Background: an optimization exercise with open tools, aiming at small area and a short achievable clock period. Do not read the settings as production practice.
Function was checked by simulation only, so behaviour that the tests miss may differ from the original.
Power is estimated from default activity; no workload was simulated.

## flow/design.v (module list and top-level ports; edited modules follow where they fit)
// module systolic_top: 50 lines
// module pe00: 2032 lines
// module pe01: 2027 lines
// module pe10: 2032 lines
// module pe11: 2027 lines
module systolic_top (
    input  wire        clk,
    input  wire        reset,
    input  wire        enable,
    input  wire [63:0] data_input,
    input  wire [63:0] weights_input,
    output wire [63:0] result_out,
    output wire        finished
);
  // ...
==> flow/flow/run.sh <==
#!/bin/bash
# Standard synthesis and layout (the standard.sh) with these changes:
# - timing repair aims at a setup margin well beyond what the 10 ns period
#   needs, so the resizer keeps working the worst path down (TNS_END_PERCENT 0
#   keeps it on the worst path), and may resize across cell footprints;
# - a denser core;
# - larger clock-tree sink clusters (fewer clock buffers);
# - port buffers are buf_4 cells.
# The SDC is not touched.
set -euo pipefail
bash standard.sh SETUP_SLACK_MARGIN=6.8 TNS_END_PERCENT=0 MATCH_CELL_FOOTPRINT=0 \
  CORE_UTILIZATION=60 PLACE_DENSITY=0.7 \
  CTS_CLUSTER_SIZE=24 CTS_CLUSTER_DIAMETER=80 \
  "BUFFER_PORTS_ARGS=-buffer_cell sky130_fd_sc_hd__buf_4" \
  finish > standard_flow.log 2>&1
==> flow/standard.sh <==
#!/bin/bash
# synth_recipe.tcl (not shown) runs the flow's synth.tcl, then flattens the netlist and writes it again
# the make line also repeats each setting of config.mk as NAME=value (left out here)
make -C /OpenROAD-flow-scripts/flow DESIGN_CONFIG=/design/flow/config.mk WORK_HOME=/design/flow/orfs CLKGATE_MAP_FILE= SYNTH_SCRIPT=/design/flow/synth_recipe.tcl "${@:-finish}"
==> flow/config.mk <==
export PLATFORM = sky130hd
export DESIGN_NAME = systolic_top
export DESIGN_NICKNAME = systolic_top
export VERILOG_FILES = /design/flow/design.v
export SDC_FILE = /design/flow/constraint.sdc
export NUM_CORES = 4
export LEC_CHECK = 0
export CAP_MARGIN = 20
export CORE_MARGIN = 2
export CORE_UTILIZATION = 40
export PLACE_DENSITY = 0.6
export SLEW_MARGIN = 20
==> flow/constraint.sdc <==
create_clock -name core_clock -period 10.0 [get_ports {clk}]
set_input_delay 2.0000 -clock core_clock [delete_from_list [all_inputs] [get_ports {clk}]]
set_output_delay 2.0000 -clock core_clock [all_outputs]
set_load 0.01 [all_outputs]
==> qor.tcl, run 1 <==
set qor(synth_net_count) 16880
set qor(layout.core_utilization_pct) 63.92
set qor(cp_cell_sequence) {buf_6}
set qor(power_density_mw_per_mm2) 108.7
set qor(mostFrequentLayoutCells) {sky130_fd_sc_hd__nand2_1 (4155), sky130_fd_sc_hd__dfxtp_1 (1905), sky130_fd_sc_hd__fa_1 (1749)}
set qor(yosys.area_share.adder_pct) 29.83
set qor(ctsResizeCount) 133
set qor(outcome) {timing/DRC/antenna clean}
set qor(cpPeakStageDelay_ns) 0.44
set qor(seq_cells) 2014
set qor(num_antenna_cells) 5
set qor(syn_avg_cell_area_um2) 8.750
set qor(worst_skew_pair.late_latency_ns) 0.85
set qor(drive_gt1_share_pct) 5.048
set qor(antenna_found_initial) 8
set qor(buffers) 331
set qor(max-clock-path-buffers) 3
set qor(crit_family) {flip-flops}
set qor(groute.layer.met3.usage_pct) 4.189
set qor(highest-signal-layer) {met5}
set qor(crit_path_start_kind) {register}
set qor(final_common_cell) {sky130_fd_sc_hd__nand2_1}
set qor(flip_flop_count_of_the_largest_register_all_copies_and_words_added) 192
set qor(switching_fraction_pct) 25.83
set qor(n_clock_buffer) 148
set qor(setup_crit_end_kind) {output port}
set qor(power.total_w) 0.01487
set qor(tightest_slew_ns) 1.160
set qor(buffer_ports.inserted) 195
set qor(drv_cap) 0
set qor(dp_worst_setup_slack_ns) 4.255
set qor(final-hold-violation-count) 0
set qor(synth_compound_area_share_pct) 7.613
set qor(synthMuxAreaShare_pct) 3.224
set qor(seq_area_share_pct) 29.62
set qor(routed-via-count) 95610
set qor(clock_cell_area_share_pct) 3.164
set qor(synth_top_area_share_pct) 31.29
set qor(pwr-share-comb_pct) 5.9
set qor(unique_masters_post_synth) 62
set qor(grt_pass1_vias) 99310
set qor(critPathCapture) {result_out[23]}
set qor(synth.yosys.warnings) 9
==> run 2, diff against run 1 <==
--- a/flow/flow/run.sh
+++ b/flow/flow/run.sh
@@ -1,4 +1,7 @@
 #!/bin/bash
 # Standard synthesis and layout (the standard.sh) with these changes:
+# - after the standard Yosys synthesis, flow/fa_polarity.tcl flips the logical
+#   polarity of full adders where that removes inverters between them
+#   (FA(~a,~b,~c) = (~sum,~cout)); registers are untouched;
 # - timing repair aims at a setup margin well beyond what the 10 ns period
 #   needs, so the resizer keeps working the worst path down (TNS_END_PERCENT 0
@@ -13,3 +16,4 @@
   CTS_CLUSTER_SIZE=24 CTS_CLUSTER_DIAMETER=80 \
   "BUFFER_PORTS_ARGS=-buffer_cell sky130_fd_sc_hd__buf_4" \
+  "POST_SYNTH_TCL=$PWD/flow/fa_polarity.tcl" \
   finish > standard_flow.log 2>&1
==> flow/flow/fa_polarity.tcl (new file) <==
# Full adders are self-dual: FA(~a,~b,~c) = (~sum, ~cout). Synthesis leaves
# many inverters between full adders; this flips the logical polarity of full
# adders where that removes inverters, and rewires each full-adder input (and
# each load of a full-adder output) straight to its source net or to one shared
# inverter of it. Registers and all other cells are left as they are.
proc fap_master {inst} { return [[$inst getMaster] getName] }
proc fap_is_fa {inst} { return [string match "sky130_fd_sc_hd__fa_*" [fap_master $inst]] }
proc fap_is_inv {inst} { return [string match "sky130_fd_sc_hd__inv_*" [fap_master $inst]] }
proc fap_driver {net} {
  foreach it [$net getITerms] {
    if {[$it getIoType] == "OUTPUT"} { return $it }
  }
  return ""
}
proc fa_polarity {} {
  set block [ord::get_db_block]
  set db [ord::get_db]
  set invm [$db findMaster sky130_fd_sc_hd__inv_1]
  # full adders
  set fas {}
  foreach inst [$block getInsts] {
    if {[fap_is_fa $inst]} { lappend fas $inst }
  }
  set idx [dict create]
  set i 0
  foreach f $fas { dict set idx [$f getName] $i; incr i }
  set nfa [llength $fas]
  # edges: list of {srcnet srcfa sinkiterm sinkfa c}
  set edges {}
  proc_src_of $block
  foreach f $fas {
    set fi [dict get $idx [$f getName]]
    foreach pin {A B CIN} {
      set it [$f findITerm $pin]
      set net [$it getNet]
      if {$net == "NULL"} { continue }
      set c 0
      set src $net
      set d [fap_driver $net]
      if {$d != "" && [fap_is_inv [$d getInst]]} {
        set n2 [[[$d getInst] findITerm A] getNet]
        if {$n2 != "NULL"} { set c 1; set src $n2 }
      }
      set sd [fap_driver $src]
      set sf -1
      if {$sd != "" && [fap_is_fa [$sd getInst]]} { set sf [dict get $idx [[$sd getInst] getName]] }
      lappend edges [list $src $sf $it $fi $c]
    }
  }
  # loads of full-adder outputs that are not full adders
  foreach f $fas {
    set fi [dict get $idx [$f getName]]
    foreach pin {SUM COUT} {
      set net [[$f findITerm $pin] getNet]
      if {$net == "NULL"} { continue }
      if {[llength [$net getBTerms]] > 0} { return "skip: full adder drives a port" }
      foreach it [$net getITerms] {
        if {[$it getIoType] == "OUTPUT"} { continue }
        set li [$it getInst]
        if {[fap_is_fa $li]} { continue }
        if {[fap_is_inv $li]} {
          set on [[$li findITerm Y] getNet]
          if {$on == "NULL"} { continue }
          if {[llength [$on getBTerms]] > 0} { return "skip: inverter drives a port" }
          foreach it2 [$on getITerms] {
            if {[$it2 getIoType] == "OUTPUT"} { continue }
            if {[fap_is_fa [$it2 getInst]]} { continue }
            lappend edges [list $net $fi $it2 -1 1]
          }
        } else {
          lappend edges [list $net $fi $it -1 0]
        }
      }
    }
  }
  # greedy polarity assignment
  set p [lrepeat $nfa 0]
  set adj [lrepeat $nfa {}]
  set e 0
  foreach ed $edges {
    lassign $ed src sf it tf c
    if {$sf >= 0} { lset adj $sf [concat [lindex $adj $sf] $e] }
    if {$tf >= 0 && $tf != $sf} { lset adj $tf [concat [lindex $adj $tf] $e] }
    incr e
  }
  set cost 0
  foreach ed $edges { incr cost [lindex $ed 4] }
  
  for {set pass 0} {$pass < 20} {incr pass} {
    set flips 0
    for {set f 0} {$f < $nfa} {incr f} {
      set gain 0
      foreach e [lindex $adj $f] {
        lassign [lindex $edges $e] src sf it tf c
        set ps [expr {$sf >= 0 ? [lindex $p $sf] : 0}]
        set pt [expr {$tf >= 0 ? [lindex $p $tf] : 0}]
        set now [expr {$c ^ $ps ^ $pt}]
        incr gain [expr {$now ? 1 : -1}]
      }
      if {$gain > 0} { lset p $f [expr {1 - [lindex $p $f]}]; incr flips }
    }
    if {$flips == 0} { break }
  }
  set ncost 0
  foreach ed $edges {
    lassign $ed src sf it tf c
    set ps [expr {$sf >= 0 ? [lindex $p $sf] : 0}]
    set pt [expr {$tf >= 0 ? [lindex $p $tf] : 0}]
    incr ncost [expr {$c ^ $ps ^ $pt}]
  }
  puts "fa_polarity: inverted edges after: $ncost"
  # rewire
  set invof [dict create]
  set k 0
  foreach ed $edges {
    lassign $ed src sf it tf c
    set ps [expr {$sf >= 0 ? [lindex $p $sf] : 0}]
    set pt [expr {$tf >= 0 ? [lindex $p $tf] : 0}]
    set need [expr {$c ^ $ps ^ $pt}]
    if {$need} {
      set sname [$src getName]
      if {![dict exists $invof $sname]} {
        incr k
        set ni [odb::dbInst_create $block $invm "fap_inv_$k"]
        set nn [odb::dbNet_create $block "fap_n_$k"]
        [$ni findITerm A] connect $src
        [$ni findITerm Y] connect $nn
        dict set invof $sname $nn
      }
      set target [dict get $invof $sname]
    } else {
      set target $src
    }
    $it disconnect
    $it connect $target
  }
  # remove inverters left without loads
  set removed 0
  foreach inst [$block getInsts] {
    if {![fap_is_inv $inst]} { continue }
    set on [[$inst findITerm Y] getNet]
    if {$on == "NULL"} { continue }
    if {[llength [$on getBTerms]] > 0} { continue }
    set used 0
    foreach it [$on getITerms] { if {[$it getIoType] != "OUTPUT"} { set used 1; break } }
    if {!$used} {
      odb::dbInst_destroy $inst
      odb::dbNet_destroy $on
      incr removed
    }
  }
  puts "fa_polarity: added $k inverters, removed $removed"
  return ok
}
proc proc_src_of {block} {}
puts [fa_polarity]
==> qor.tcl, run 2 <==
set qor(outcome) {timing/DRC/antenna clean}
set qor(worst_ir_drop_vdd_mv) 0.1810
set qor(finalNetCount) 15640
set qor(final_common_cell) {sky130_fd_sc_hd__nand2_1}
set qor(totalNegativeSetupSlack_ns) 0
set qor(tritoncts.num_buffers) 120
set qor(final_wl_um) 333300
set qor(fin_worst_skew_ns) 0.05351
set qor(hold_buffers) 0
set qor(ioPinCount) 196
set qor(met1_length_um) 137800
set qor(synth_cells) 14030
set qor(core_area_mm2) 0.2094
set qor(grt_overflow) 0
set qor(n_fill_cell) 17660
set qor(finish.cell_count_without_fillers) 16370
set qor(fin_ws_ns) 6.597
set qor(post-route-drc-count) 0
set qor(crit_path_max_fanout) 1
set qor(netlist_area_mm2) 0.1263
set qor(numClockSinks) 2014
set qor(synth.yosys.warnings) 9 ;# unchanged
set qor(setup.reg_to_reg.worst_slack_ns) 6.60
set qor(power_leakage_nw) 51.14
set qor(worstSetupPathType) {register to output port}
set qor(dp_worst_setup_slack_ns) 4.290 ;# +0.03478 ns
set qor(die_y_um) 462.7
set qor(timing.critical_path.slowest_stage_cell) {sky130_fd_sc_hd__dfxtp_4}
set qor(drt_first_pass_iters) 8
set qor(crit_family) {flip-flops}
set qor(post-route-period-util_pct) 34.03
set qor(setup_crit_end_kind) {output port}
set qor(timing.hold.worst.class) {register to register}
set qor(htree_num_levels) 3
set qor(clk_transition_reported_paths_ns) 0.09
set qor(pin_count_of_the_biggest_net_entering_global_routing) 192
set qor(area_delta_synth_final_pct) 5.685
set qor(achievable-frequency_mhz) 293.9
set qor(wl_met2_um) 158300
set qor(horizontal_die_dimension_um) 462.7
set qor(syn_avg_cell_area_um2) 8.997 ;# +2.8%
set qor(registers.top_by_ff_count) {sk1}
set qor(worst-path-buf-inv) 1
set qor(buffer_ports.inserted) 195 ;# unchanged
set qor(final-hold-violation-count) 0 ;# unchanged
set qor(dpl.cell_count) 16130
set qor(highest-signal-layer) {met4}
set qor(rsz0062_at_grt) {true}
set qor(tightest_slew_ns) 1.141 ;# -0.01880 ns
set qor(grt_pass1_wl_um) 531100
set qor(cpPeakStageDelay_ns) 0.42 ;# -0.02 ns
set qor(largestRegisters) {sk1: 192 flops, sk0: 64 flops}
set qor(drt_iter0_markers) 7251
set qor(finalMaxSlewViolations) 0
set qor(initial_utilization_pct) 60.30
set qor(globalplace.congestion) 0.8862
set qor(max-clock-path-buffers) 3 ;# unchanged
set qor(floorplan.rows) 168
set qor(place.detailed.hpwl_um) 232700
set qor(worst_skew_pair.late_latency_ns) 0.85 ;# about the same
set qor(cts_tree) {yes}
set qor(postRouteAntennaNets) 0
set qor(finalSetupViolCount) 0
set qor(via_per_inst) 5.665
set qor(final.min_clock_period_ns) 3.403
set qor(drive_gt1_share_pct) 4.858 ;# -0.19 points
set qor(cts-root-buf) {sky130_fd_sc_hd__clkbuf_16}
set qor(flip_flop_count_of_the_largest_register_all_copies_and_words_added) 192 ;# unchanged
set qor(wl_per_cell_um) 20.36
set qor(antenna_found_initial) 1 ;# -7
set qor(power_density_mw_per_mm2) 110.5 ;# +1.6%
set qor(grt_use_total_pct) 30.90
set qor(cp.required_ns) 8.00
set qor(floorplan.die_area_mm2) 0.2141
set qor(routed-via-count) 92750 ;# -3.0%
set qor(mostFrequentLayoutCells) {sky130_fd_sc_hd__nand2_1 (4169), sky130_fd_sc_hd__dfxtp_1 (1908), sky130_fd_sc_hd__fa_1 (1749)}
set qor(grt_pass1_vias) 95950 ;# -3.4%
set qor(crit_path_start_kind) {register}
set qor(synth_net_count) 16180 ;# -4.1%
set qor(drv_cap) 0 ;# unchanged
set qor(met3_wirelength_um) 20350
set qor(cp_cell_sequence) {buf_6}
set qor(max-slew-margin-rel_pct) 23.93
set qor(critical_path_arrival_ns) 1.40
[run 2: changes by cell type in the layout (fill, tap and decap cells not counted), sizes merged]
cell	previous run	this run
inv	1482	789
clkbuf	172	145
buf	307	291
bufinv	2	6
clkinv	29	26
diode	5	2
nor2	632	630
and2	735	736
clkinvlp	5	4
nand2b	18	17
[run 2: power breakdown]
part | total (W) | internal [W] | switching, W
sequential | 0.00817 | 0.00809 | 0.0000844
combinational | 0.000850 | 0.000250 | 0.000600
clock | 0.00572 | 0.00256 | 0.00316
[run 2: metal layers]
layer  track usage, %  vias to the layer above
li1                 -                    42530
met1            40.57                    46330
met2            51.27                     3165
met3            4.001                      731
met4            13.94                        0
met5                0                        -
[run 2: metrics by stage]
step	area, um^2	utilization [%]	total power [W]	hold slack (ns)
3_3_place_gp	128000	61.12	0.009133	0.4356
2_1_floorplan	126300	-	0.008906	0.4249
6_report	133400	63.73	0.01474	0.4262
4_1_cts	132900	63.48	0.01483	0.4371
5_1_grt	133400	63.73	0.01521	0.4530
3_5_place_dp	128000	61.13	0.009150	0.4410
[run 2: cell type report]
type	count	area [um^2]	share of cell area (%)
repair buffers	306	3136	2.350
clock inverters	69	1091	0.8177
multi-input cells	10290	79180	59.35
well taps	2805	3510	2.630
flip-flops and latches	2014	40530	30.38
diodes	2	5.005	0.003751
inverters	756	2850	2.136
clock buffers	130	3120	2.339
[run 2: path summary, 6_finish.rpt]
kind,end,cells after the start,startpoint
worst max-delay path,result_out[29],1,u10.os[29]$_SDFF_PP0_
worst min-delay path,u10.q3[12]$_SDFFE_PP0P_,2,u10.q2[12]$_SDFFE_PP0P_
worst max register to register,u10.x1_22_0$_SDFFE_PP0P_,8,u00.os[22]$_SDFF_PP0_
worst min register to register,u10.q3[12]$_SDFFE_PP0P_,2,u10.q2[12]$_SDFFE_PP0P_
[run 2: what timing repair did]
| action | 4_1_cts | 5_1_grt |
|---|---|---|
| cloned | 15 | 5 |
| pin swaps | 3 | 21 |
| resized for setup | 109 | 130 |
| endpoints found under the setup margin | 2000 | 1660 |
| setup buffers | 7 | 10 |
| hold endpoints to repair | 0 | 0 |
==> run 3, diff against run 2 <==
--- a/flow/flow/run.sh
+++ b/flow/flow/run.sh
@@ -14,5 +14,5 @@
 bash standard.sh SETUP_SLACK_MARGIN=6.8 TNS_END_PERCENT=0 MATCH_CELL_FOOTPRINT=0 \
   CORE_UTILIZATION=60 PLACE_DENSITY=0.7 \
-  CTS_CLUSTER_SIZE=24 CTS_CLUSTER_DIAMETER=80 \
+  CTS_CLUSTER_SIZE=28 CTS_CLUSTER_DIAMETER=85 \
   "BUFFER_PORTS_ARGS=-buffer_cell sky130_fd_sc_hd__buf_4" \
   "POST_SYNTH_TCL=$PWD/flow/fa_polarity.tcl" \
==> qor.tcl, run 3 <==
set qor(hold_buffers) 0 ;# unchanged
set qor(final.min_clock_period_ns) 3.432 ;# +0.02916 ns
set qor(post-route-period-util_pct) 34.32 ;# +0.29 points
set qor(pwr-share-comb_pct) 5.8 ;# about the same
set qor(timing.critical_path.slowest_stage_cell) {sky130_fd_sc_hd__dfxtp_1}
set qor(globalplace.congestion) 0.8862 ;# unchanged
set qor(finalSetupViolCount) 0 ;# unchanged
set qor(floorplan.rows) 168 ;# unchanged
set qor(cp.required_ns) 10.78 ;# +2.78 ns
set qor(worst_skew_pair.late_latency_ns) 0.85 ;# about the same
set qor(antenna_found_initial) 3 ;# +2
set qor(floorplan.die_area_mm2) 0.2141 ;# unchanged
set qor(cpPeakStageDelay_ns) 0.75 ;# +0.33 ns
set qor(final_wl_um) 332400 ;# -0.26%
set qor(totalNegativeSetupSlack_ns) 0 ;# unchanged
set qor(finalNetCount) 15630 ;# -0.032%
set qor(post-route-drc-count) 0 ;# unchanged
set qor(via_per_inst) 5.660 ;# about the same
set qor(power.clock.fraction_pct) 38.7 ;# about the same
set qor(finish.cell_count_without_fillers) 16380 ;# +0.024%
set qor(area_delta_synth_final_pct) 5.632 ;# about the same
set qor(dpl.cell_count) 16130 ;# unchanged
set qor(drv_cap) 0 ;# unchanged
set qor(power.total_w) 0.01470 ;# -0.24%
set qor(power_leakage_nw) 51.11 ;# about the same
set qor(achievable-frequency_mhz) 291.4 ;# -0.85%
set qor(flip_flop_count_of_the_largest_register_all_copies_and_words_added) 192 ;# unchanged
set qor(numClockSinks) 2014 ;# unchanged
set qor(rsz0062_at_grt) {true}
set qor(htree_num_levels) 3 ;# unchanged
set qor(max-slew-margin-rel_pct) 24.08 ;# +0.15 points
set qor(initial_utilization_pct) 60.30 ;# unchanged
set qor(registers.top_by_ff_count) {sk1}
set qor(grt_pass1_vias) 95970 ;# +0.017%
set qor(switching_fraction_pct) 27.17 ;# +1.1 points
set qor(synth_cells) 14030 ;# unchanged
set qor(finalMaxSlewViolations) 0 ;# unchanged
set qor(horizontal_die_dimension_um) 462.7 ;# unchanged
set qor(grt_use_total_pct) 30.95 ;# +0.050 points
set qor(mostFrequentLayoutCells) {sky130_fd_sc_hd__nand2_1 (4170), sky130_fd_sc_hd__dfxtp_1 (1915), sky130_fd_sc_hd__fa_1 (1750)}
set qor(final_common_cell) {sky130_fd_sc_hd__nand2_1}
set qor(place.detailed.hpwl_um) 232700 ;# unchanged
set qor(critical_path_arrival_ns) 4.21 ;# +2.81 ns
set qor(drive_gt1_share_pct) 4.813 ;# -0.045 points
set qor(crit_path_start_kind) {register}
set qor(worstSetupPathType) {register to register}
set qor(drt_iter0_markers) 7388 ;# +1.9%
set qor(timing.hold.worst.class) {register to register}
set qor(power_density_mw_per_mm2) 110.3 ;# -0.19%
set qor(dp_worst_setup_slack_ns) 4.290 ;# unchanged
set qor(setup_crit_end_kind) {register}
set qor(fin_worst_skew_ns) 0.04956 ;# -0.003945 ns
set qor(crit_family) {adder cells}
set qor(final-hold-violation-count) 0 ;# unchanged
set qor(core_area_mm2) 0.2094 ;# unchanged
set qor(share_seq_of_total_power_pct) 55.6 ;# +0.2 points
set qor(tritoncts.num_buffers) 115 ;# -4.2%
set qor(pin_count_of_the_biggest_net_entering_global_routing) 192 ;# unchanged
set qor(die_y_um) 462.7 ;# unchanged
set qor(tightest_slew_ns) 1.139 ;# -0.002174 ns
set qor(crit_path_max_fanout) 4 ;# +3
set qor(largestRegisters) {sk1: 192 flops, sk0: 64 flops}
set qor(p_switching_w) 0.003995 ;# +4.1%
set qor(synth.yosys.warnings) 9 ;# unchanged
set qor(cts-root-buf) {sky130_fd_sc_hd__clkbuf_16}
set qor(fin_ws_ns) 6.568 ;# -0.02916 ns
set qor(postRouteAntennaNets) 0 ;# unchanged
set qor(cp_cell_sequence) {nand2_1, fa_1, inv_1, fa_1, fa_1, fa_1, nand2_1, a21oi_1}
set qor(ioPinCount) 196 ;# unchanged
set qor(power_report.internal_total_w) 0.01071 ;# -1.8%
set qor(outcome) {timing/DRC/antenna clean}
set qor(layout.core_utilization_pct) 63.70 ;# about the same
set qor(cts_tree) {yes}
set qor(grt_overflow) 0 ;# unchanged
set qor(worst_ir_drop_vdd_mv) 0.1801 ;# -0.47%
set qor(buffer_ports.inserted) 195 ;# unchanged
set qor(drt_first_pass_iters) 6 ;# -2
set qor(clk_transition_reported_paths_ns) 0.11 ;# +0.02 ns
set qor(synth_net_count) 16180 ;# unchanged
set qor(wl_per_cell_um) 20.30 ;# -0.29%
set qor(worst-path-buf-inv) 1 ;# unchanged
set qor(cp_common_cell) {sky130_fd_sc_hd__fa_1}
set qor(syn_avg_cell_area_um2) 8.997 ;# unchanged
set qor(grt_pass1_wl_um) 531900 ;# +0.16%
set qor(max-clock-path-buffers) 3 ;# unchanged
set qor(netlist_area_mm2) 0.1263 ;# unchanged
set qor(routed-via-count) 92690 ;# -0.068%
==> run 3: cell count changes in the layout (fill, tap and decap cells not counted), moves of 4 or more <==
cell and change:
sky130_fd_sc_hd__bufinv_16 -6, sky130_fd_sc_hd__buf_6 -5, sky130_fd_sc_hd__clkinv_16 +4, sky130_fd_sc_hd__dfxtp_4 -5
sky130_fd_sc_hd__inv_6 +5, sky130_fd_sc_hd__buf_4 +4, sky130_fd_sc_hd__inv_16 +8, sky130_fd_sc_hd__clkinv_8 +4
sky130_fd_sc_hd__clkbuf_16 -5, sky130_fd_sc_hd__dfxtp_1 +7, sky130_fd_sc_hd__clkbuf_8 -6
==> run 3: what timing repair did <==
item	in CTS	in global routing
pin swaps	3	13
gates cloned	16	4
setup buffers	7	10
endpoints found under the setup margin	2001	1659
gates resized for setup	103	114
==> run 3: layer usage <==
metal	wire length, um	GRT usage [%]	part of all wire [%]	vias up
li1	-	-	-	42520
met4	16830	13.86	5.1	2
met1	137500	40.90	41	46340
met5	11	0	0.0033	-
met3	20270	3.690	6.1	707
met2	157900	51.34	47	3119
==> run 3: through the flow <==
stage,area (um^2),hold WS (ns)
2_1_floorplan,126300,0.4249
3_3_place_gp,128000,0.4356
3_5_place_dp,128000,0.4410
4_1_cts,132900,0.4416
5_1_grt,133400,0.4663
6_report,133400,0.4398
==> run 3: power by group through the flow <==
stage          clock, W  sequential, W  combinational, W
2_1_floorplan         0        0.00832          0.000586
3_3_place_gp          0        0.00836          0.000770
3_5_place_dp          0        0.00836          0.000785
4_1_cts         0.00579        0.00818          0.000832
5_1_grt         0.00607        0.00819          0.000919
6_report        0.00568        0.00817          0.000847
==> run 3: worst register-to-register path: cells and delay by family (launching register included) <==
family | cells | cell delay (ns)
adders and majority gates | 4 | 2.09
DFF | 1 | 0.75
and+or+nand+nor | 2 | 0.33
AOI/OAI and AO/OA | 1 | 0.13
buffers and inverters | 1 | 0.06
==> run 3: final timing paths <==
check	start	to	slack, ns	depth (start not counted)
worst max-delay path	u00.os[22]$_SDFF_PP0_	u10.x1_22_0$_SDFFE_PP0P_	6.57	8
worst min-delay path	u11.w[13]$_SDFFE_PP0P_	u11.wd1[4]$_SDFFE_PP0P_	0.44	2
worst max register to register	u00.os[22]$_SDFF_PP0_	u10.x1_22_0$_SDFFE_PP0P_	6.57	8
worst min register to register	u11.w[13]$_SDFFE_PP0P_	u11.wd1[4]$_SDFFE_PP0P_	0.44	2
==> run 3: cell type report <==
| type | instances | area [um^2] |
|---|---|---|
| antenna | 3 | 7.507 |
| clock buffer | 118 | 2909 |
| clock inverter | 84 | 1294 |
| fill | 17670 | 76000 |
| inverter | 756 | 2850 |
| multi-input combinational | 10290 | 79180 |
| sequential | 2014 | 40510 |
| tap | 2805 | 3510 |
| timing repair buffer | 306 | 3102 |
==> run 4, diff against run 3 <==
--- a/flow/flow/run.sh
+++ b/flow/flow/run.sh
@@ -13,6 +13,6 @@
 set -euo pipefail
 bash standard.sh SETUP_SLACK_MARGIN=6.8 TNS_END_PERCENT=0 MATCH_CELL_FOOTPRINT=0 \
-  CORE_UTILIZATION=60 PLACE_DENSITY=0.7 \
-  CTS_CLUSTER_SIZE=28 CTS_CLUSTER_DIAMETER=85 \
+  CORE_UTILIZATION=66 PLACE_DENSITY=0.74 \
+  CTS_CLUSTER_SIZE=24 CTS_CLUSTER_DIAMETER=80 \
   "BUFFER_PORTS_ARGS=-buffer_cell sky130_fd_sc_hd__buf_4" \
   "POST_SYNTH_TCL=$PWD/flow/fa_polarity.tcl" \
==> qor.tcl, run 4 <==
set qor(horizontal_die_dimension_um) 441.4 ;# -4.6%
set qor(power.total_w) 0.01468 ;# -0.14%
set qor(post-route-drc-count) 0 ;# unchanged
set qor(synth_cells) 14030 ;# unchanged
set qor(synth_net_count) 16180 ;# unchanged
set qor(grt_use_total_pct) 34.72 ;# +3.8 points
set qor(drv_cap) 0 ;# unchanged
set qor(grt_pass1_wl_um) 532800 ;# +0.16%
set qor(flip_flop_count_of_the_largest_register_all_copies_and_words_added) 192 ;# unchanged
set qor(synth.yosys.warnings) 9 ;# unchanged
set qor(worst_ir_drop_vdd_mv) 0.2023 ;# +12%
set qor(worstSetupPathType) {register to register}
set qor(timing.hold.worst.class) {register to register}
set qor(max-slew-margin-rel_pct) 27.03 ;# +3.0 points
set qor(via_per_inst) 5.816 ;# +2.8%
set qor(antenna_found_initial) 9 ;# +6
set qor(crit_path_start_kind) {register}
set qor(floorplan.rows) 160 ;# -4.8%
set qor(power_leakage_nw) 51.26 ;# +0.29%
set qor(final-hold-violation-count) 0 ;# unchanged
set qor(wl_per_cell_um) 20.97 ;# +3.3%
set qor(netlist_area_mm2) 0.1263 ;# unchanged
set qor(buffer_ports.inserted) 195 ;# unchanged
set qor(grt_pass1_vias) 96690 ;# +0.75%
set qor(numClockSinks) 2014 ;# unchanged
set qor(largestRegisters) {sk1: 192 flops, sk0: 64 flops}
set qor(mostFrequentLayoutCells) {sky130_fd_sc_hd__nand2_1 (4169), sky130_fd_sc_hd__dfxtp_1 (1912), sky130_fd_sc_hd__fa_1 (1753)}
set qor(timing.hold.worst.start) {u11.wd2[15]$_SDFFE_PP0P_}
set qor(achievable-frequency_mhz) 294.9 ;# +1.2%
set qor(core_area_mm2) 0.1902 ;# -9.2%
set qor(area_delta_synth_final_pct) 5.589 ;# about the same
set qor(finalMaxSlewViolations) 0 ;# unchanged
set qor(critical_path_arrival_ns) 4.07 ;# -0.14 ns
set qor(die_y_um) 441.4 ;# -4.6%
set qor(rsz0062_at_grt) {true}
set qor(drive_gt1_share_pct) 4.940 ;# +0.13 points
set qor(globalplace.congestion) 0.8986 ;# +1.4%
set qor(initial_utilization_pct) 66.38 ;# +6.1 points
set qor(cp.required_ns) 10.68 ;# -0.10 ns
set qor(place.detailed.hpwl_um) 231400 ;# -0.56%
set qor(crit_start) {L$_SDFFE_PP0P_}
set qor(htree_num_levels) 3 ;# unchanged
set qor(worstReg2RegStart) {L$_SDFFE_PP0P_}
set qor(final_wl_um) 337600 ;# +1.6%
set qor(power_density_mw_per_mm2) 110.2 ;# about the same
set qor(final.min_clock_period_ns) 3.391 ;# -0.04055 ns
set qor(tritoncts.num_buffers) 120 ;# +4.3%
set qor(tightest_slew_ns) 1.095 ;# -0.04436 ns
set qor(pin_count_of_the_biggest_net_entering_global_routing) 191 ;# -0.52%
set qor(post-route-period-util_pct) 33.91 ;# -0.41 points
set qor(final_common_cell) {sky130_fd_sc_hd__nand2_1}
set qor(worst_skew_pair.late_latency_ns) 0.86 ;# about the same
set qor(grt_overflow) 0 ;# unchanged
set qor(finalSetupViolCount) 0 ;# unchanged
set qor(cts-root-buf) {sky130_fd_sc_hd__clkbuf_16}
set qor(drt_iter0_markers) 7729 ;# +4.6%
set qor(outcome) {timing/DRC/antenna clean}
set qor(layout.core_utilization_pct) 70.10 ;# +6.4 points
set qor(clk_transition_reported_paths_ns) 0.09 ;# -0.02 ns
set qor(syn_avg_cell_area_um2) 8.997 ;# unchanged
set qor(routed-via-count) 93630 ;# +1.0%
set qor(registers.top_by_ff_count) {sk1}
set qor(postRouteAntennaNets) 0 ;# unchanged
set qor(floorplan.die_area_mm2) 0.1948 ;# -9.0%
set qor(ioPinCount) 196 ;# unchanged
set qor(setup_crit_end_kind) {register}
set qor(cts_tree) {yes}
set qor(crit_path_max_fanout) 36 ;# +32
set qor(n_fill_cell) 14950 ;# -15%
set qor(finalNetCount) 15650 ;# +0.12%
set qor(max-clock-path-buffers) 3 ;# unchanged
set qor(totalNegativeSetupSlack_ns) 0 ;# unchanged
set qor(fin_worst_skew_ns) 0.05802 ;# +0.008460 ns
set qor(hold_buffers) 0 ;# unchanged
set qor(drt_first_pass_iters) 8 ;# +2
[run 4: cell types whose count changed in the layout (fill, tap and decap cells not counted), sizes merged]
cell,before,now
clkinvlp,4,6
bufinv,0,4
inv,802,793
diode,3,5
clkinv,34,27
nand2,4177,4178
buf,291,297
clkbuf,133,152
[run 4: through the flow]
stage / hold slack [ns] / instance area (um^2) / std cells / setup slack (ns)
4_1_cts: 0.4314 / 132700 / 16080 / 6.565
3_3_place_gp: 0.4335 / 127700 / 15840 / 4.489
2_1_floorplan: 0.4249 / 126300 / 14030 / 6.138
5_1_grt: 0.4624 / 133300 / 16100 / 6.562
3_5_place_dp: 0.4416 / 127700 / 15840 / 4.405
6_report: 0.4378 / 133300 / 16100 / 6.609
[run 4: where the power goes]
group          switching, W  internal [W]
Combinational      0.000624      0.000260
Sequential        0.0000857       0.00809
Clock               0.00313       0.00250
Total               0.00384        0.0108
[run 4: final timing paths]
kind                        endpoint  slack (ns)  depth (start not counted)
max            u01.os[12]$_SDFF_PP0_        6.61                          6
min          u11.wd3[9]$_SDFFE_PP0P_        0.44                          2
max reg2reg    u01.os[12]$_SDFF_PP0_        6.61                          6
min reg2reg  u11.wd3[9]$_SDFFE_PP0P_        0.44                          2
[run 4: worst max-delay path, cell delays in order, from the launching register on]
cell                      delay (ns)
sky130_fd_sc_hd__dfxtp_4        0.53
sky130_fd_sc_hd__buf_16         0.25
sky130_fd_sc_hd__buf_8          0.38
sky130_fd_sc_hd__buf_6          0.45
sky130_fd_sc_hd__buf_4          0.62
sky130_fd_sc_hd__mux2i_1        0.85
sky130_fd_sc_hd__nor2_1         0.12
[run 4: what timing repair did]
item	in CTS	in global routing
endpoints found under the setup margin	2053	1659
endpoints found under the hold margin	0	0
buffers inserted	12	5
cloned	21	8
gates resized for setup	132	138
pin swaps	3	9
[run 4: metal layers]
layer  wire, um  GRT usage [%]
met5         14              0
met4      21960          19.52
met3      23210          5.012
met2     159400          56.99
met1     133000          44.41
[run 4: cell type report]
cell class | count | area [um^2] | area share (%)
multi-input cells | 10290 | 79220 | 59.43
repair buffers | 317 | 3431 | 2.574
inverters | 756 | 2864 | 2.148
clock buffers | 132 | 3108 | 2.331
flip-flops and latches | 2014 | 40500 | 30.38
diodes | 5 | 12.51 | 0.009386
well taps | 2511 | 3142 | 2.357
repair inverters | 1 | 11.26 | 0.008447
clock inverters | 73 | 1025 | 0.7687
==> run 5, diff against run 4 <==
--- a/flow/flow/run.sh
+++ b/flow/flow/run.sh
@@ -13,5 +13,5 @@
 set -euo pipefail
 bash standard.sh SETUP_SLACK_MARGIN=6.8 TNS_END_PERCENT=0 MATCH_CELL_FOOTPRINT=0 \
-  CORE_UTILIZATION=66 PLACE_DENSITY=0.74 \
+  CORE_UTILIZATION=72 PLACE_DENSITY=0.8 \
   CTS_CLUSTER_SIZE=24 CTS_CLUSTER_DIAMETER=80 \
   "BUFFER_PORTS_ARGS=-buffer_cell sky130_fd_sc_hd__buf_4" \
==> qor.tcl, run 5 <==
set qor(outcome) {timing/DRC/antenna clean}
set qor(totalNegativeSetupSlack_ns) 0 ;# unchanged
set qor(syn_avg_cell_area_um2) 8.997 ;# unchanged
set qor(final.min_clock_period_ns) 3.464 ;# +0.07252 ns
set qor(worstRegToRegCells) 8 ;# +2
set qor(fin_ws_ns) 6.536 ;# -0.07252 ns
set qor(ioPinCount) 196 ;# unchanged
set qor(wl_per_cell_um) 21.08 ;# +0.55%
set qor(grt_pass1_wl_um) 530100 ;# -0.50%
set qor(grt_use_total_pct) 37.35 ;# +2.6 points
set qor(synth_cells) 14030 ;# unchanged
set qor(critical_path_arrival_ns) 4.19 ;# +0.12 ns
set qor(crit_path_max_fanout) 179 ;# +400%
set qor(power.total_w) 0.01447 ;# -1.4%
set qor(setup_crit_end_kind) {register}
set qor(tritoncts.num_buffers) 116 ;# -3.3%
set qor(synth_net_count) 16180 ;# unchanged
set qor(post-route-drc-count) 0 ;# unchanged
set qor(worst_ir_drop_vdd_mv) 0.1612 ;# -20%
set qor(globalplace.congestion) 0.9293 ;# +3.4%
set qor(largestRegisters) {sk1: 192 flops, sk0: 64 flops}
set qor(floorplan.rows) 153 ;# -4.4%
set qor(synth.yosys.warnings) 9 ;# unchanged
set qor(power_leakage_nw) 51.25 ;# about the same
set qor(final_wl_um) 335200 ;# -0.72%
set qor(critical_path.reg2reg.endpoint) {u10.x0_11_0$_SDFFE_PP0P_}
set qor(die_y_um) 422.8 ;# -4.2%
set qor(cts_tree) {yes}
set qor(seqCellArea_mm2) 0.04056 ;# +0.15%
set qor(max-clock-path-buffers) 3 ;# unchanged
set qor(finalSetupViolCount) 0 ;# unchanged
set qor(setup.reg_to_reg.worst_slack_ns) 6.56 ;# -0.05 ns
set qor(timing.hold.worst.class) {register to register}
set qor(grt_pass1_vias) 97570 ;# +0.91%
set qor(mostFrequentLayoutCells) {sky130_fd_sc_hd__nand2_1 (4167), sky130_fd_sc_hd__dfxtp_1 (1896), sky130_fd_sc_hd__fa_1 (1753)}
set qor(rsz0062_at_grt) {true}
set qor(placed_cell_area_mm2) 0.1274 ;# -0.23%
set qor(multi_input_area_mm2) 0.07926 ;# about the same
set qor(hold_slack_ns) 0.4448 ;# +0.007025 ns
set qor(finalNetCount) 15650 ;# -0.026%
set qor(antenna_found_initial) 2 ;# -7
set qor(max-slew-margin-rel_pct) 24.68 ;# -2.4 points
set qor(critPathCapture) {u11.x0_31_0$_SDFFE_PP0P_}
set qor(power_density_mw_per_mm2) 108.7 ;# -1.3%
set qor(netlist_area_mm2) 0.1263 ;# unchanged
set qor(final_cell_area_mm2) 0.1331 ;# -0.15%
set qor(flip_flop_count_of_the_largest_register_all_copies_and_words_added) 192 ;# unchanged
set qor(numClockSinks) 2014 ;# unchanged
set qor(routed-via-count) 94950 ;# +1.4%
set qor(drv_cap) 0 ;# unchanged
set qor(registers.top_by_ff_count) {sk1}
set qor(post-route-period-util_pct) 34.64 ;# +0.73 points
set qor(place.detailed.hpwl_um) 227400 ;# -1.7%
set qor(initial_utilization_pct) 72.55 ;# +6.2 points
set qor(final_common_cell) {sky130_fd_sc_hd__nand2_1}
set qor(cts-root-buf) {sky130_fd_sc_hd__clkbuf_16}
set qor(finalMaxSlewViolations) 0 ;# unchanged
set qor(horizontal_die_dimension_um) 422.8 ;# -4.2%
set qor(via_per_inst) 5.973 ;# +2.7%
set qor(core_area_mm2) 0.1740 ;# -8.5%
set qor(n_fill_cell) 12270 ;# -18%
set qor(drt_iter0_markers) 8991 ;# +16%
set qor(buffer_ports.inserted) 195 ;# unchanged
set qor(postRouteAntennaNets) 0 ;# unchanged
set qor(drt_first_pass_iters) 7 ;# -1
set qor(htree_num_levels) 3 ;# unchanged
set qor(worst_skew_pair.late_latency_ns) 0.82 ;# -0.04 ns
set qor(tightest_slew_ns) 1.130 ;# +0.03536 ns
set qor(dp_worst_setup_slack_ns) 4.545 ;# +0.1408 ns
set qor(floorplan.die_area_mm2) 0.1787 ;# -8.3%
set qor(worstSetupPathType) {input port to register}
set qor(cp.required_ns) 10.73 ;# +0.05 ns
set qor(crit_start) {reset}
set qor(worstReg2RegStart) {sk1[5][11]$_SDFFE_PP0P_}
set qor(clk_transition_reported_paths_ns) 0.09 ;# about the same
set qor(drive_gt1_share_pct) 4.974 ;# +0.035 points
set qor(grt_overflow) 0 ;# unchanged
set qor(area_delta_synth_final_pct) 5.430
set qor(crit_path_start_kind) {input port}
set qor(hold_buffers) 0 ;# unchanged
set qor(final-hold-violation-count) 0 ;# unchanged
set qor(fin_worst_skew_ns) 0.02716 ;# -0.03086 ns
set qor(achievable-frequency_mhz) 288.7 ;# -2.1%
set qor(pin_count_of_the_biggest_net_entering_global_routing) 224 ;# +17%
run 5: cell count changes in the layout (fill, tap and decap cells not counted), sizes merged:
| cell | change |
|---|---|
| inv | -12 |
| diode | -4 |
| nor2 | -1 |
| buf | -4 |
| clkinv | +6 |
| clkinvlp | -3 |
| bufinv | -1 |
| clkbuf | +2 |
| nand2 | -1 |
run 5: how the worst min path moves through the flow:
stage	slack, ns	cells after the start	end	start
final	0.44	2	u00.q2[5]$_SDFFE_PP0P_	u00.q1[5]$_SDFFE_PP0P_
after global placement	0.43	2	u01.q1[7]$_SDFFE_PP0P_	u01.q1[7]$_SDFFE_PP0P_
after CTS	0.45	2	u01.wd2[3]$_SDFFE_PP0P_	u01.wd1[9]$_SDFFE_PP0P_
after detailed placement	0.44	2	u00.e2[19]$_SDFFE_PP0P_	u00.e1[19]$_SDFFE_PP0P_
after floorplan	0.42	2	u00.q1[7]$_SDFFE_PP0P_	u00.q1[7]$_SDFFE_PP0P_
after global routing	0.46	2	u11.wd1[3]$_SDFFE_PP0P_	u11.w[12]$_SDFFE_PP0P_
run 5: where the power goes:
group          internal [W]  total, W  switching [W]
Sequential          0.00808   0.00817      0.0000872
Clock               0.00238   0.00543        0.00305
Combinational      0.000257  0.000875       0.000618
run 5: metal layers:
metal | share of wire, % | vias up | GRT usage, %
met2 | 47 | 4156 | 60.68
met5 | 0 | - | 0
met1 | 38 | 47190 | 47.61
met3 | 7.4 | 1059 | 5.227
li1 | - | 42550 | -
met4 | 7.6 | 0 | 23.03
run 5: cell type report:
type / instances / share of cell area (%)
Multi-Input combinational cell: 10290 / 59.54
Sequential cell: 2014 / 30.47
Timing Repair Buffer: 319 / 2.716
Clock buffer: 128 / 2.268
Tap cell: 2325 / 2.185
Inverter: 756 / 2.152
Clock inverter: 63 / 0.6542
Timing Repair inverter: 1 / 0.008460
Antenna cell: 1 / 0.001880
run 5: critical path, cell delays in order:
cell and delay (ns):
sky130_fd_sc_hd__buf_16 0.21, sky130_fd_sc_hd__buf_16 0.39, sky130_fd_sc_hd__nor2_4 0.59, sky130_fd_sc_hd__buf_8 0.49, sky130_fd_sc_hd__nand2_1 0.14, sky130_fd_sc_hd__o21ai_0 0.10
run 5: repair_timing:
item / in CTS / in global routing
pin swaps: 6 / 19
gates resized for setup: 197 / 133
buffers inserted: 9 / 16
cloned: 20 / 10
setup endpoints to repair: 2073 / 1750
run 5: metrics by stage:
stage / cells / utilization (%)
after floorplan: 14030 / -
after global placement: 15650 / 73.20
after detailed placement: 15650 / 73.20
after CTS: 15870 / 76.06
after global routing: 15900 / 76.49
final: 15900 / 76.49
==> run 6, diff against run 5 <==
==> flow/flow/run.sh (replaced) <==
#!/bin/bash
# Standard synthesis and layout (the standard.sh) with these changes:
# - after the standard Yosys synthesis, flow/fa_polarity.tcl flips the logical
#   polarity of full adders where that removes inverters between them
#   (FA(~a,~b,~c) = (~sum,~cout)); registers are untouched;
# - timing repair aims at a setup margin well beyond what the 10 ns period
#   needs, so the resizer keeps working the worst path down (TNS_END_PERCENT 3
#   keeps it on the worst 3% of endpoints), and may resize across cell footprints;
# - a denser core;
# - larger clock-tree sink clusters (fewer clock buffers);
# - port buffers are buf_4 cells.
# The SDC is not touched.
set -euo pipefail
bash standard.sh SETUP_SLACK_MARGIN=6.8 TNS_END_PERCENT=3 MATCH_CELL_FOOTPRINT=0 \
  CORE_UTILIZATION=60 PLACE_DENSITY=0.7 \
  CTS_CLUSTER_SIZE=24 CTS_CLUSTER_DIAMETER=80 \
  "BUFFER_PORTS_ARGS=-buffer_cell sky130_fd_sc_hd__buf_4" \
  "POST_SYNTH_TCL=$PWD/flow/fa_polarity.tcl" \
  finish > standard_flow.log 2>&1
==> qor.tcl, run 6 <==
set qor(worstReg2RegStart) {L$_SDFFE_PP0P_}
set qor(crit_path_start_kind) {input port}
set qor(buffer_ports.inserted) 195 ;# unchanged
set qor(max-clock-path-buffers) 3 ;# unchanged
set qor(grt_pass1_vias) 95680 ;# -1.9%
set qor(hold_end) {u00.q2[5]$_SDFFE_PP0P_}
set qor(flip_flop_count_of_the_largest_register_all_copies_and_words_added) 192 ;# unchanged
set qor(cp.required_ns) 10.70 ;# -0.03 ns
set qor(htree_num_levels) 3 ;# unchanged
set qor(area_delta_synth_final_pct) 7.097
set qor(power.total_w) 0.01462 ;# +1.0%
set qor(hold_slack_ns) 0.4264 ;# -0.01842 ns
set qor(power_leakage_nw) 51.91 ;# +1.3%
set qor(numClockSinks) 2014 ;# unchanged
set qor(tightest_slew_ns) 1.003 ;# -0.1265 ns
set qor(final_wl_um) 343200 ;# +2.4%
set qor(finalMaxSlewViolations) 0 ;# unchanged
set qor(final-hold-violation-count) 0 ;# unchanged
set qor(syn_avg_cell_area_um2) 8.997 ;# unchanged
set qor(pwr-share-comb_pct) 6.2 ;# +0.2 points
set qor(clk_transition_reported_paths_ns) 0.09 ;# about the same
set qor(cts_tree) {yes}
set qor(horizontal_die_dimension_um) 462.7 ;# +9.5%
set qor(drv_cap) 0 ;# unchanged
set qor(worstSetupPathType) {input port to register}
set qor(post-route-period-util_pct) 34.34 ;# -0.29 points
set qor(mostFrequentLayoutCells) {sky130_fd_sc_hd__nand2_1 (4162), sky130_fd_sc_hd__dfxtp_1 (1857), sky130_fd_sc_hd__fa_1 (1740)}
set qor(floorplan.die_area_mm2) 0.2141 ;# +20%
set qor(synth.yosys.warnings) 9 ;# unchanged
set qor(setup.reg_to_reg.worst_slack_ns) 6.60 ;# +0.04 ns
set qor(routed-via-count) 93640 ;# -1.4%
set qor(synth_net_count) 16180 ;# unchanged
set qor(pin_count_of_the_biggest_net_entering_global_routing) 207 ;# -7.6%
set qor(fin_worst_skew_ns) 0.04842 ;# +0.02126 ns
set qor(power_density_mw_per_mm2) 108.1 ;# -0.55%
set qor(finalNetCount) 15730 ;# +0.50%
set qor(postRouteAntennaNets) 0 ;# unchanged
set qor(wl_per_cell_um) 20.85 ;# -1.1%
set qor(max-slew-margin-rel_pct) 33.11 ;# +8.4 points
set qor(via_per_inst) 5.688 ;# -4.8%
set qor(place.detailed.hpwl_um) 230500 ;# +1.4%
set qor(timing.hold.worst.class) {register to register}
set qor(cts-root-buf) {sky130_fd_sc_hd__clkbuf_16}
set qor(largestRegisters) {sk1: 192 flops, sk0: 64 flops}
set qor(grt_use_total_pct) 31.02 ;# -6.3 points
set qor(crit_start) {reset}
set qor(globalplace.congestion) 0.8786 ;# -5.5%
set qor(tritoncts.num_buffers) 118 ;# +1.7%
set qor(drive_gt1_share_pct) 6.044 ;# +1.1 points
set qor(rsz0062_at_grt) {true}
set qor(antenna_found_initial) 8 ;# +6
set qor(power_report.internal_total_w) 0.01084 ;# +1.1%
set qor(setup_crit_end_kind) {register}
set qor(achievable-frequency_mhz) 291.2 ;# +0.86%
set qor(initial_utilization_pct) 60.30 ;# -12 points
set qor(crit_path_max_fanout) 62 ;# -65%
set qor(grt_pass1_wl_um) 531900 ;# +0.33%
set qor(critical_path.reg2reg.endpoint) {u10.x1_18_0$_SDFFE_PP0P_}
set qor(worstRegToRegCells) 10 ;# +2
set qor(worst_ir_drop_vdd_mv) 0.1725 ;# +7.0%
set qor(netlist_area_mm2) 0.1263 ;# unchanged
set qor(floorplan.rows) 168 ;# +9.8%
set qor(registers.top_by_ff_count) {sk1}
set qor(final_common_cell) {sky130_fd_sc_hd__nand2_1}
set qor(critical_path_arrival_ns) 4.14 ;# -0.05 ns
set qor(core_area_mm2) 0.2094 ;# +20%
set qor(final.min_clock_period_ns) 3.434 ;# -0.02950 ns
set qor(drt_first_pass_iters) 7 ;# unchanged
set qor(hold_buffers) 0 ;# unchanged
set qor(totalNegativeSetupSlack_ns) 0 ;# unchanged
set qor(worst_hold_path.num_cells) 2 ;# unchanged
set qor(post-route-drc-count) 0 ;# unchanged
set qor(drt_iter0_markers) 8313 ;# -7.5%
set qor(p_switching_w) 0.003788 ;# +0.90%
set qor(outcome) {timing/DRC/antenna clean}
set qor(switching_fraction_pct) 25.90 ;# -0.030 points
set qor(ioPinCount) 196 ;# unchanged
set qor(finalSetupViolCount) 0 ;# unchanged
set qor(power.clock.fraction_pct) 38.1 ;# +0.6 points
set qor(grt_overflow) 0 ;# unchanged
set qor(share_seq_of_total_power_pct) 55.8 ;# -0.7 points
set qor(synth_cells) 14030 ;# unchanged
set qor(die_y_um) 462.7 ;# +9.5%
set qor(worst_skew_pair.late_latency_ns) 0.83 ;# about the same
set qor(timing.hold.worst.start) {u00.q1[5]$_SDFFE_PP0P_}
==> run 6: changes by cell type in the layout (fill, tap and decap cells not counted), moves of 7 or more <==
cell                        change
sky130_fd_sc_hd__dfxtp_4       +46
sky130_fd_sc_hd__dfxtp_1       -39
sky130_fd_sc_hd__buf_4         +36
sky130_fd_sc_hd__buf_8         +15
sky130_fd_sc_hd__buf_12        +14
sky130_fd_sc_hd__clkbuf_16     +13
sky130_fd_sc_hd__fa_1          -13
sky130_fd_sc_hd__fa_2          +13
sky130_fd_sc_hd__dfxtp_2        -7
sky130_fd_sc_hd__nand2_2        +7
==> run 6: repair_timing <==
item | CTS | global route
resized for setup | 144 | 305
pin swaps | 3 | 53
buffers inserted | 6 | 74
gates cloned | 21 | 23
endpoints found under the setup margin | 1974 | 1419
==> run 6: layout make-up <==
| type | count | area (um^2) |
|---|---|---|
| multi-input combinational | 10290 | 79330 |
| sequential | 2014 | 40720 |
| tap | 2805 | 3510 |
| timing repair inverter | 1 | 8.758 |
| antenna | 5 | 12.51 |
| inverter | 756 | 2850 |
| fill | 17400 | 74150 |
| clock inverter | 66 | 944.7 |
| timing repair buffer | 396 | 4737 |
| clock buffer | 129 | 3094 |
==> run 6: critical path: stages <==
cell                       delay (ns)
sky130_fd_sc_hd__buf_16          0.33
sky130_fd_sc_hd__buf_8           0.42
sky130_fd_sc_hd__nand2b_4        0.40
sky130_fd_sc_hd__buf_16          0.31
sky130_fd_sc_hd__o41ai_1         0.14
sky130_fd_sc_hd__a211o_1         0.33
==> run 6: per-layer routing <==
layer  vias to the layer above  share of wire [%]  global-route usage, %
met4                         4                5.1                  12.96
met2                      3438                 48                  51.82
met1                     46700                 41                  41.07
met3                       755                6.4                  3.696
li1                      42740                  -                      -
met5                         -             0.0047                      0
==> run 6: through the flow <==
stage / utilization [%] / instances / setup WS [ns] / instance area (um^2)
global placement: 61.15 / 16140 / 4.380 / 128000
CTS: 63.57 / 16360 / 6.558 / 133100
detailed placement: 61.16 / 16140 / 4.224 / 128000
floorplan: - / 14030 / 6.151 / 126300
finish: 64.58 / 16460 / 6.566 / 135200
global route: 64.58 / 16460 / 6.535 / 135200
==> run 6: how the worst max path moves through the flow <==
stage | to | depth (start not counted)
after floorplan | u01.cy1_1$_SDFFE_PP0P_ | 10
after global placement | u10.q3[20]$_SDFFE_PP0P_ | 7
after detailed placement | u10.q3[20]$_SDFFE_PP0P_ | 7
after CTS | result_out[23] | 1
after global routing | u11.e0[7]$_SDFFE_PP0P_ | 6
final | u01.os[30]$_SDFF_PP0_ | 6
==> run 6: power by group through the flow <==
stage	sequential [W]	clock [W]	combinational [W]
finish	0.00816	0.00557	0.000901
floorplan	0.00832	0	0.000587
CTS	0.00817	0.00566	0.000865
global route	0.00817	0.00595	0.000969
global placement	0.00836	0	0.000774
detailed placement	0.00836	0	0.000788

==> afterwards: timing with drivers on the ports <==
In the flow no input, the clock included, has a driving cell. The finished layouts below were timed again as built, in two steps.
Step 1 assumes that a clkbuf_16 drives the clock port and a buf_2 every other input.
Step 2 times the ports against the registers' clock, not the clock port: input delays grow and output delays shrink by t, the midpoint of the rising clock arrivals with the driver on.
a / b / c = ideal / step 1 / step 2; a / b = the first two.
run | shift t [ns] | slack for setup (ns) | worst register clock-pin slew, ns | worst slew at a driven data input, ns
run 1 | 0.917 | 6.598 / 6.506 / 5.639 | 0.10 / 0.10 | 0.19
run 2 | 0.918 | 6.597 / 6.509 / 5.633 | 0.10 / 0.10 | 0.16
run 3 | 0.916 | 6.568 / 6.493 / 5.637 | 0.11 / 0.11 | 0.15
run 4 | 0.926 | 6.609 / 6.518 / 5.650 | 0.10 / 0.10 | 0.27
run 5 | 0.901 | 6.536 / 6.499 / 5.670 | 0.10 / 0.10 | 0.20
run 6 | 0.899 | 6.566 / 6.461 / 5.562 | 0.10 / 0.10 | 0.20
After both steps setup and hold are still met in every run listed. For run 6, which loses most, drivers alone change the setup slack by -0.105 ns; drivers and shift together by -1.004 ns.
